Context: an optimization exercise on an open-source flow, tuned for a short achievable clock period. The choices shown serve that exercise and are no tape-out recipe. Function was checked by simulation only, so behaviour that the tests miss may differ from the original. No activity file was given, so power comes from the tool's default toggle rates.

==> inputs of trial 26 <==
// qcv_rv32i_core
module qcv_rv32i_core (
    input  wire        clk_i,
    input  wire        rst_ni,
    input  wire [31:0] hart_id_i,
    input  wire [31:0] boot_addr_i,
    output wire        instr_req_o,
    input  wire        instr_gnt_i,
    input  wire        instr_rvalid_i,
    output wire [31:0] instr_addr_o,
    input  wire [31:0] instr_rdata_i,
    input  wire        instr_err_i,
    output wire        data_req_o,
    input  wire        data_gnt_i,
    input  wire        data_rvalid_i,
    output wire        data_we_o,
    output wire [3:0]  data_be_o,
    output wire [31:0] data_addr_o,
    output wire [31:0] data_wdata_o,
    input  wire [31:0] data_rdata_i,
    input  wire        data_err_i,
    output wire        irq_pending_o,
    output wire        core_busy_o
);
Settings: LEC_CHECK=0, ABC_CLOCK_PERIOD_IN_PS=3000, CAP_MARGIN=40, CORE_MARGIN=2, CORE_UTILIZATION=40, SLEW_MARGIN=40, SYNTH_HIERARCHICAL=1, SYNTH_MINIMUM_KEEP_SIZE=0; clock period 13.0 ns.
standard.sh (not shown) runs the stock make flow with config.mk's settings and CLKGATE_MAP_FILE= SYNTH_SCRIPT=/design/flow/synth_recipe.tcl, a recipe that flattens the netlist after the stock synthesis.
==> flow/flow/run.sh <==
#!/bin/bash
# Layout flow: the standard ORFS flow (standard.sh: its synthesis,
# floorplan, placement, CTS and routing, all at the design's SDC), with
#  - the resizer's repair_timing asked to keep extra setup margin, so that it
#    keeps working on timing after the design meets the design's period;
#  - the port buffers inserted as plain buffers (buf_4) instead of delay cells.
# The full make output goes to flow_make.log in this folder.
set -euo pipefail
bash standard.sh SETUP_SLACK_MARGIN=10 "BUFFER_PORTS_ARGS=-buffer_cell sky130_fd_sc_hd__buf_4" finish > flow_make.log 2>&1
==> build 32 (differences from trial 26) <==
--- a/flow/design.v
+++ b/flow/design.v
@@ -40,35 +40,30 @@
     input  wire [31:0] lrd_i,        
     input  wire [3:0]  mcd_i,        
     input  wire [5:0]  ca_i,         
     input  wire [5:0]  cb_i,
     input  wire [5:0]  cr_i,
-    input  wire        fa_i, fb_i, fr_i,  
     input  wire [31:0] opa_e_i, opb_e_i, rfb_e_i,
     input  wire [31:0] opa_q_i, opb_q_i, rfb_q_i,
     output wire [31:0] cd_o,
     output wire [31:0] opa_o, opb_o, rfb_o
 );
     function [31:0] sel;
-        input [5:0]  m;      
-        input        f;
+        input [5:0]  m;
         input [31:0] e;
         input [31:0] q;
-        reg run, me;
         begin
-            run = m[5];
-            me  = f ? m[4] : run;
-            sel = ({32{f & m[0]}} & add_i) | ({32{f & m[1]}} & oth_i) |
-                  ({32{f & m[2]}} & csr_i) | ({32{f & m[3]}} & lrd_i) |
-                  ({32{me}} & e) | ({32{~run}} & q);
+            sel = ({32{m[0]}} & add_i) | ({32{m[1]}} & oth_i) |
+                  ({32{m[2]}} & csr_i) | ({32{m[3]}} & lrd_i) |
+                  ({32{m[4]}} & e) | ({32{~m[5]}} & q);
         end
     endfunction
     assign cd_o  = ({32{mcd_i[0]}} & add_i) | ({32{mcd_i[1]}} & oth_i) |
                    ({32{mcd_i[2]}} & csr_i) | ({32{mcd_i[3]}} & lrd_i);
-    assign opa_o = sel(ca_i, fa_i, opa_e_i, opa_q_i);
-    assign opb_o = sel(cb_i, fb_i, opb_e_i, opb_q_i);
-    assign rfb_o = sel(cr_i, fr_i, rfb_e_i, rfb_q_i);
+    assign opa_o = sel(ca_i, opa_e_i, opa_q_i);
+    assign opb_o = sel(cb_i, opb_e_i, opb_q_i);
+    assign rfb_o = sel(cr_i, rfb_e_i, rfb_q_i);
 endmodule
 module qcv_lsel1 (
     input  wire ls_wr_i,       
     input  wire ls_wgwe_i,     
     input  wire data_gnt_i,
@@ -126,10 +121,13 @@
     input  wire       dis0_i,
     input  wire       dis1_i,
     input  wire       f_va_i,        
     input  wire       f_exc_i,       
     input  wire       taken_i,       
+    input  wire       fa_i,          
+    input  wire       fb_i,          
+    input  wire       fr_i,          
     input  wire       op_add_i,      
     input  wire       wsel_i,        
     input  wire [7:0] cwr_i,         
     input  wire       data_gnt_i,
     input  wire       data_rvalid_i,
@@ -168,10 +166,11 @@
     output wire       os0_n_o,
     output wire       os1_n_o,
     output wire       dis0_n_o,
     output wire       dis1_n_o,
     output wire       ireq_n_o,
+    output wire       ireq2_n_o,     
     output wire       busy_n_o,
     output wire       ls_wgwe_n_o,
     output wire       ls_wgld_n_o,
     output wire       ls_wr_n_o
 );
@@ -244,12 +243,13 @@
             os0_n  = ~flush & (shift ? os1_i : os0_i);
             ireq_n = ~(cnt_n == 2'd2) & ~os1_n;
             busy_n = os0_n | os1_n | ireq_n | ls_busy_n;
             mcd = {we_lsu, ~we_lsu & wsel_i, ~we_lsu & ~wsel_i, ~we_lsu & ~wsel_i & op_add_i};
             cof = {run, ex, exc, flush, we_lsu, cw, mcd,
-                   run & ~cw, {4{run & cw}} & mcd, run & ~cw, {4{run & cw}} & mcd,
-                   run & ~cw, {4{run & cw}} & mcd,
+                   run & ~(cw & fa_i), {4{run & cw & fa_i}} & mcd,
+                   run & ~(cw & fb_i), {4{run & cw & fb_i}} & mcd,
+                   run & ~(cw & fr_i), {4{run & cw & fr_i}} & mcd,
                    flush & ~exc, flush & exc, ~flush, {8{ex}} & cwr_i,
                    v_n, vexc0_n, wa_clr, wa_ld, idf_n, cnt_n, wp_n, rp_n, fva0_n, fva1_n,
                    os0_n, os1_n, dis0_n, dis1_n, ireq_n, busy_n};
         end
     endfunction
@@ -283,10 +283,14 @@
         .x11_i({c2[49], c2[27:17], c2[14:13]}), .y_o(yf));
     qcv_lsel #(.W(13)) u_ls_s (
         .ls_wr_i(ls_wr_i), .ls_wgwe_i(ls_wgwe_i),
         .data_gnt_i(data_gnt_i), .data_rvalid_i(data_rvalid_i), .data_err_i(data_err_i),
         .x0_i(c0[12:0]), .x10_i(c1[12:0]), .x11_i(c2[12:0]), .y_o(ys));
+    qcv_lsel #(.W(1)) u_ls_i (
+        .ls_wr_i(ls_wr_i), .ls_wgwe_i(ls_wgwe_i),
+        .data_gnt_i(data_gnt_i), .data_rvalid_i(data_rvalid_i), .data_err_i(data_err_i),
+        .x0_i(c0[1]), .x10_i(c1[1]), .x11_i(c2[1]), .y_o(ireq2_n_o));
     assign run_a_o = ya[5];
     assign ma_o    = ya[4:0];
     assign run_b_o = yb[5];
     assign mb_o    = yb[4:0];
     assign run_r_o = yr[5];
@@ -884,18 +888,17 @@
 endmodule
 module qcv_rfrd (
     input  wire [31:1]  oh_i,        
     input  wire         en_i,        
     input  wire [991:0] rf_i,        
-    input  wire [31:1]  rfv_i,
     input  wire [31:1]  pwo_i,       
     input  wire [31:0]  pd_i,        
     input  wire [31:1]  wa_oh_i,     
     output wire [31:0]  val_o,       
     output wire         chit_o       
 );
-    wire [31:1] sel = oh_i & rfv_i;
+    wire [31:1] sel = oh_i;
     reg  [31:0] arr;
     integer ri;
     always @(*) begin
         arr = 32'b0;
         for (ri = 1; ri < 32; ri = ri + 1)
@@ -950,13 +953,16 @@
     reg [31:0] sa0_q, sa1_q;        
     reg        sav0_q, sav1_q;      
     reg        os0_q, os1_q;        
     reg        dis0_q, dis1_q;      
     reg        ireqn_q;             
+    reg        ireqo_q;             
+    reg [31:0] fao_q;               
     reg        busyn_q;             
     reg [31:1] oa0_q, oa1_q;        
     reg [31:1] ob0_q, ob1_q;        
+    reg [31:1] hoa_q, hob_q;        
     reg        v_q;                 
     reg        vexc0_q;             
     reg [31:1] wa_oh_q;             
     reg        fe_q;                
     reg [31:0] pc_q;                
@@ -985,11 +991,10 @@
     reg        dsext_q;
     reg [1:0]  doff_q;
     reg [31:0] lrd_q;
     reg        lrdv_q;
     reg [31:0] rf_q [1:31];
-    reg [31:1] rfv_q;
     reg [31:1] pwo_q;               
     reg [31:0] pd_q;
     reg [31:0] mstatus_q, mie_q, mip_q, mtvec_q, mscratch_q, mepc_q, mcause_q, mtval_q;
     reg [6:0]  cv_q;                
     reg [31:0] hart_q;
@@ -1050,30 +1055,30 @@
     wire        run_a, run_b, run_r;
     wire [2:0]  fam;
     wire [7:0]  cwe;
     wire [4:0]  ma, mb, mr;
     wire        v_n, vexc0_n, wa_clr, wa_ld, idf_n, wp_n, rp_n, fva0_n, fva1_n;
-    wire        os0_n, os1_n, dis0_n, dis1_n, ireq_n, busy_n, ls_wgwe_n, ls_wgld_n, ls_wr_n;
+    wire        os0_n, os1_n, dis0_n, dis1_n, ireq_n, ireq2_n, busy_n, ls_wgwe_n, ls_wgld_n, ls_wr_n;
     wire [1:0]  cnt_n;
     wire        ls_idle = ~ls_wgwe_q & ~ls_wgld_q & ~ls_wr_q;
     wire        h_fa, h_fb, h_fr;
     qcv_ctl u_ctl (
         .v_i(v_q), .vexc0_i(vexc0_q), .idf_i(idf_q), .rfwe_i(rfwe_q), .dreq_i(dreq_q),
         .dwe_dec_i(dwe_dec_q), .ls_wgwe_i(ls_wgwe_q), .ls_wgld_i(ls_wgld_q), .ls_wr_i(ls_wr_q),
         .ireq_i(~ireqn_q), .cnt_i(cnt_q), .wp_i(wp_q), .rp_i(rp_q), .fva0_i(fva0_q), .fva1_i(fva1_q),
         .os0_i(os0_q), .os1_i(os1_q), .dis0_i(dis0_q), .dis1_i(dis1_q),
         .f_va_i(f_va), .f_exc_i(f_va & (f_er | h_ill)), .taken_i(taken),
-        .op_add_i(op_q[0]), .wsel_i(wsel_q), .cwr_i(cwr_q),
+        .fa_i(h_fa), .fb_i(h_fb), .fr_i(h_fr), .op_add_i(op_q[0]), .wsel_i(wsel_q), .cwr_i(cwr_q),
         .data_gnt_i(data_gnt_i), .data_rvalid_i(data_rvalid_i), .data_err_i(data_err_i),
         .instr_gnt_i(instr_gnt_i), .instr_rvalid_i(instr_rvalid_i),
         .run_o(run), .run_a_o(run_a), .run_b_o(run_b), .run_r_o(run_r), .fam_o(fam), .cwe_o(cwe), .ex_o(ex), .exc_o(exc), .flush_o(flush), .we_lsu_o(we_lsu), .cw_o(cw),
         .mcd_o(mcd), .ma_o(ma), .mb_o(mb), .mr_o(mr), .lrv_o(lrv), .push_o(push), .dofetch_o(dofetch),
         .shift_o(shift),
         .v_n_o(v_n), .vexc0_n_o(vexc0_n), .wa_clr_o(wa_clr), .wa_ld_o(wa_ld), .idf_n_o(idf_n),
         .cnt_n_o(cnt_n), .wp_n_o(wp_n), .rp_n_o(rp_n), .fva0_n_o(fva0_n), .fva1_n_o(fva1_n),
         .os0_n_o(os0_n), .os1_n_o(os1_n), .dis0_n_o(dis0_n), .dis1_n_o(dis1_n),
-        .ireq_n_o(ireq_n), .busy_n_o(busy_n),
+        .ireq_n_o(ireq_n), .ireq2_n_o(ireq2_n), .busy_n_o(busy_n),
         .ls_wgwe_n_o(ls_wgwe_n), .ls_wgld_n_o(ls_wgld_n), .ls_wr_n_o(ls_wr_n));
     wire [31:0] mstatus_v  = {32{cv_q[0]}} & mstatus_q;
     wire [31:0] mie_v      = {32{cv_q[1]}} & mie_q;
     wire [31:0] mscratch_v = {32{cv_q[2]}} & mscratch_q;
     wire [31:0] mepc_v     = {32{cv_q[3]}} & mepc_q;
@@ -1100,12 +1105,12 @@
     generate
         for (gj = 1; gj < 32; gj = gj + 1) begin : g_flat
             assign rf_flat[gj*32-32 +: 32] = rf_q[gj];
         end
     endgenerate
-    wire [31:1] h_oa   = rp_q ? oa1_q   : oa0_q;
-    wire [31:1] h_ob   = rp_q ? ob1_q   : ob0_q;
+    wire [31:1] h_oa   = hoa_q;
+    wire [31:1] h_ob   = hob_q;
     wire        h_rena = rp_q ? p1_rena : p0_rena;
     wire        h_renb = rp_q ? p1_renb : p0_renb;
     wire        h_arf  = rp_q ? p1_arf  : p0_arf;
     wire        h_apc  = rp_q ? p1_apc  : p0_apc;
     wire [4:0]  h_ac   = rp_q ? p1_ac   : p0_ac;
@@ -1115,24 +1120,23 @@
     wire        ca, cb;    
     wire ca0 = p0_rena & |(wa_oh_q & oa0_q);
     wire ca1 = p1_rena & |(wa_oh_q & oa1_q);
     wire cb0 = p0_renb & |(wa_oh_q & ob0_q);
     wire cb1 = p1_renb & |(wa_oh_q & ob1_q);
-    qcv_rfrd u_rd_a (.oh_i(h_oa), .en_i(h_rena), .rf_i(rf_flat), .rfv_i(rfv_q), .pwo_i(pwo_q),
+    qcv_rfrd u_rd_a (.oh_i(h_oa), .en_i(h_rena), .rf_i(rf_flat), .pwo_i(pwo_q),
                      .pd_i(pd_q), .wa_oh_i(wa_oh_q), .val_o(va), .chit_o(ca));
-    qcv_rfrd u_rd_b (.oh_i(h_ob), .en_i(h_renb), .rf_i(rf_flat), .rfv_i(rfv_q), .pwo_i(pwo_q),
+    qcv_rfrd u_rd_b (.oh_i(h_ob), .en_i(h_renb), .rf_i(rf_flat), .pwo_i(pwo_q),
                      .pd_i(pd_q), .wa_oh_i(wa_oh_q), .val_o(vb), .chit_o(cb));
     wire [31:0] opa_e = h_arf ? va : h_apc ? f_ad : {27'b0, h_ac};
     wire [31:0] opb_e = h_bimm ? h_imm : vb;
     wire [31:0] rfb_e = vb;
     assign h_fa = rp_q ? (p1_arf & ca1) : (p0_arf & ca0);
     assign h_fb = rp_q ? (~p1_bimm & cb1) : (~p0_bimm & cb0);
     assign h_fr = rp_q ? cb1 : cb0;
     qcv_wsel u_wsel (
         .add_i(add), .oth_i(alu_oth), .csr_i(csr_rdata), .lrd_i(lrd_v),
         .mcd_i(mcd), .ca_i({run_a, ma}), .cb_i({run_b, mb}), .cr_i({run_r, mr}),
-        .fa_i(h_fa), .fb_i(h_fb), .fr_i(h_fr),
         .opa_q_i(opa_q), .opb_q_i(opb_q), .rfb_q_i(rfb_q),
         .opa_e_i(opa_e), .opb_e_i(opb_e), .rfb_e_i(rfb_e),
         .cd_o(cd), .opa_o(opa_n), .opb_o(opb_n), .rfb_o(rfb_n));
     always @(posedge clk_i or negedge rst_ni) begin
         if (!rst_ni) begin
@@ -1182,10 +1186,21 @@
     end
     wire [31:0] fa4, fa_f, fa_n;
     qcv_inc4 u_inc4 (.a_i(fa_q), .y_o(fa4));
     qcv_mux2 #(.W(32)) u_faf (.s_i(dofetch), .a_i(fa_q), .b_i(fa4), .y_o(fa_f));
     qcv_fasel u_fan (.m_i(fam), .add_i(add), .mtvec_i(mtvec_q), .f_i(fa_f), .y_o(fa_n));
+    wire [31:0] fao_n;
+    qcv_fasel u_fano (.m_i(fam), .add_i(add), .mtvec_i(mtvec_q), .f_i(fa_f), .y_o(fao_n));
+    always @(posedge clk_i or negedge rst_ni) begin
+        if (!rst_ni) begin
+            fao_q   <= 32'b0;
+            ireqo_q <= 1'b0;
+        end else begin
+            fao_q   <= fao_n;
+            ireqo_q <= ~ireq2_n;
+        end
+    end
     always @(posedge clk_i or negedge rst_ni) begin
         if (!rst_ni) begin
             fva0_q <= 1'b0;
             fva1_q <= 1'b0;
             wp_q   <= 1'b0;
@@ -1226,21 +1241,24 @@
     qcv_mux2 #(.W(32)) u_sa0 (.s_i(shift),   .a_i(sa0_q), .b_i(sa1_q), .y_o(sa0_n));
     qcv_mux2 #(.W(32)) u_sa1 (.s_i(dofetch), .a_i(sa1_q), .b_i(fa_q),  .y_o(sa1_n));
     wire [31:1] in_oa, in_ob;
     qcv_dec5 u_dia (.a_i(instr_rdata_i[19:15]), .oh_o(in_oa));
     qcv_dec5 u_dib (.a_i(instr_rdata_i[24:20]), .oh_o(in_ob));
+    wire [123:0] oab_n;
+    qcv_mux2 #(.W(62)) u_oab0 (.s_i(push & ~wp_q), .a_i({oa0_q, ob0_q}), .b_i({in_oa, in_ob}), .y_o(oab_n[61:0]));
+    qcv_mux2 #(.W(62)) u_oab1 (.s_i(push &  wp_q), .a_i({oa1_q, ob1_q}), .b_i({in_oa, in_ob}), .y_o(oab_n[123:62]));
+    wire [61:0] hoab_n;
+    qcv_mux2 #(.W(62)) u_hoab (.s_i(rp_n), .a_i(oab_n[61:0]), .b_i(oab_n[123:62]), .y_o(hoab_n));
+    always @(posedge clk_i) {hoa_q, hob_q} <= hoab_n;
+    always @(posedge clk_i) {oa1_q, ob1_q, oa0_q, ob0_q} <= oab_n;
     always @(posedge clk_i) begin
         if (push && !wp_q) begin
-            oa0_q  <= in_oa;
-            ob0_q  <= in_ob;
             frd0_q <= instr_rdata_i;
             fad0_q <= sa0_v;
             fer0_q <= instr_err_i;
         end
         if (push && wp_q) begin
-            oa1_q  <= in_oa;
-            ob1_q  <= in_ob;
             frd1_q <= instr_rdata_i;
             fad1_q <= sa0_v;
             fer1_q <= instr_err_i;
         end
     end
@@ -1297,16 +1315,13 @@
     end
     always @(posedge clk_i) pd_q <= cd;
     genvar gi;
     generate
         for (gi = 1; gi < 32; gi = gi + 1) begin : g_rf
-            always @(posedge clk_i) begin
-                if (pwo_q[gi]) rf_q[gi] <= pd_q;
-            end
             always @(posedge clk_i or negedge rst_ni) begin
-                if (!rst_ni)        rfv_q[gi] <= 1'b0;
-                else if (pwo_q[gi]) rfv_q[gi] <= 1'b1;
+                if (!rst_ni)         rf_q[gi] <= 32'b0;
+                else if (pwo_q[gi])  rf_q[gi] <= pd_q;
             end
         end
     endgenerate
     always @(posedge clk_i) hart_q <= hart_id_i;
     always @(posedge clk_i or negedge rst_ni) begin
@@ -1352,12 +1367,12 @@
             mtval_q <= pc_q;
         else if (cwe[6])
             mtval_q <= csr_wd;
         if (cwe[7]) mip_q <= csr_wd;
     end
-    assign instr_req_o   = ~ireqn_q;
-    assign instr_addr_o  = fa_q;
+    assign instr_req_o   = ~ireqo_q;
+    assign instr_addr_o  = fao_q;
     assign data_req_o    = ls_wg_q;
     assign data_we_o     = dwe_q;
     assign data_be_o     = dbe_q;
     assign data_addr_o   = {daddr_q, 2'b00};
     assign data_wdata_o  = dwdata_q;
==> summary.txt <==
quantity	build 32	trial 26
Switching fraction of total power	0.456	0.462
Power share of the sequential group	0.299	0.274
Post-DP HPWL	304 mm	301 mm
Area added between synthesis and finish	22.0%	26.7%
Clock-cell share of area	0.0563	0.0545
Launching point of the worst reg2reg path	opa_q[31]$_DFF_P_	op_q[1]$_DFFE_PP_
Proportion of final cell area spent on non-clock buffers	0.0823	0.104
Post-layout instance area	145000 sq um	138000 sq um
Worst-case vdd ir drop	0.191 mV	0.185 mV
Average wire per cell in the routed design	36.5 um	38.6 um
Cells after Synth	10643	9264
Multi-input combinational cell count	7179	6107
Outcome	complete, no violations	complete, no violations
Sequential share of cell area	0.368	0.422
Buffer count from post-CTS setup fixing	364	491
Horiz. Die Dim	549 um	526 um
Met1 demand-to-capacity share in global routing	0.439	0.457
Max Fanout on Critical Path	1	2
Number of inverters outside the clock class in the layout	255	221
Fraction of standard cell area in multi-input logic	0.450	0.380

[port drivers added, routing unchanged]
Ports are ideal in the flow. The routed layouts listed here were re-timed in OpenROAD.
Step 1, drivers: a clkbuf_16 drives clk_i and a buf_2 each remaining input, both assumed.
Step 2, shift: input delay + t, output delay - t, t = (earliest + latest rising clock arrival at the registers) / 2. This alone moves slack from input paths to output paths.
Three values: no drivers, after step 1, after step 2; two values: the first two.
run | shift t [ns] | setup WS [ns] | worst setup path after step 2
trial 26 | 1.008 | 8.836 / 8.728 / 8.041 | input to register
build 32 | 1.055 | 8.906 / 8.800 / 8.186 | input to register
After both steps setup and hold are still met in every run listed. For trial 26, which loses most, drivers alone change the setup slack by -0.108 ns; drivers and shift together by -0.795 ns.
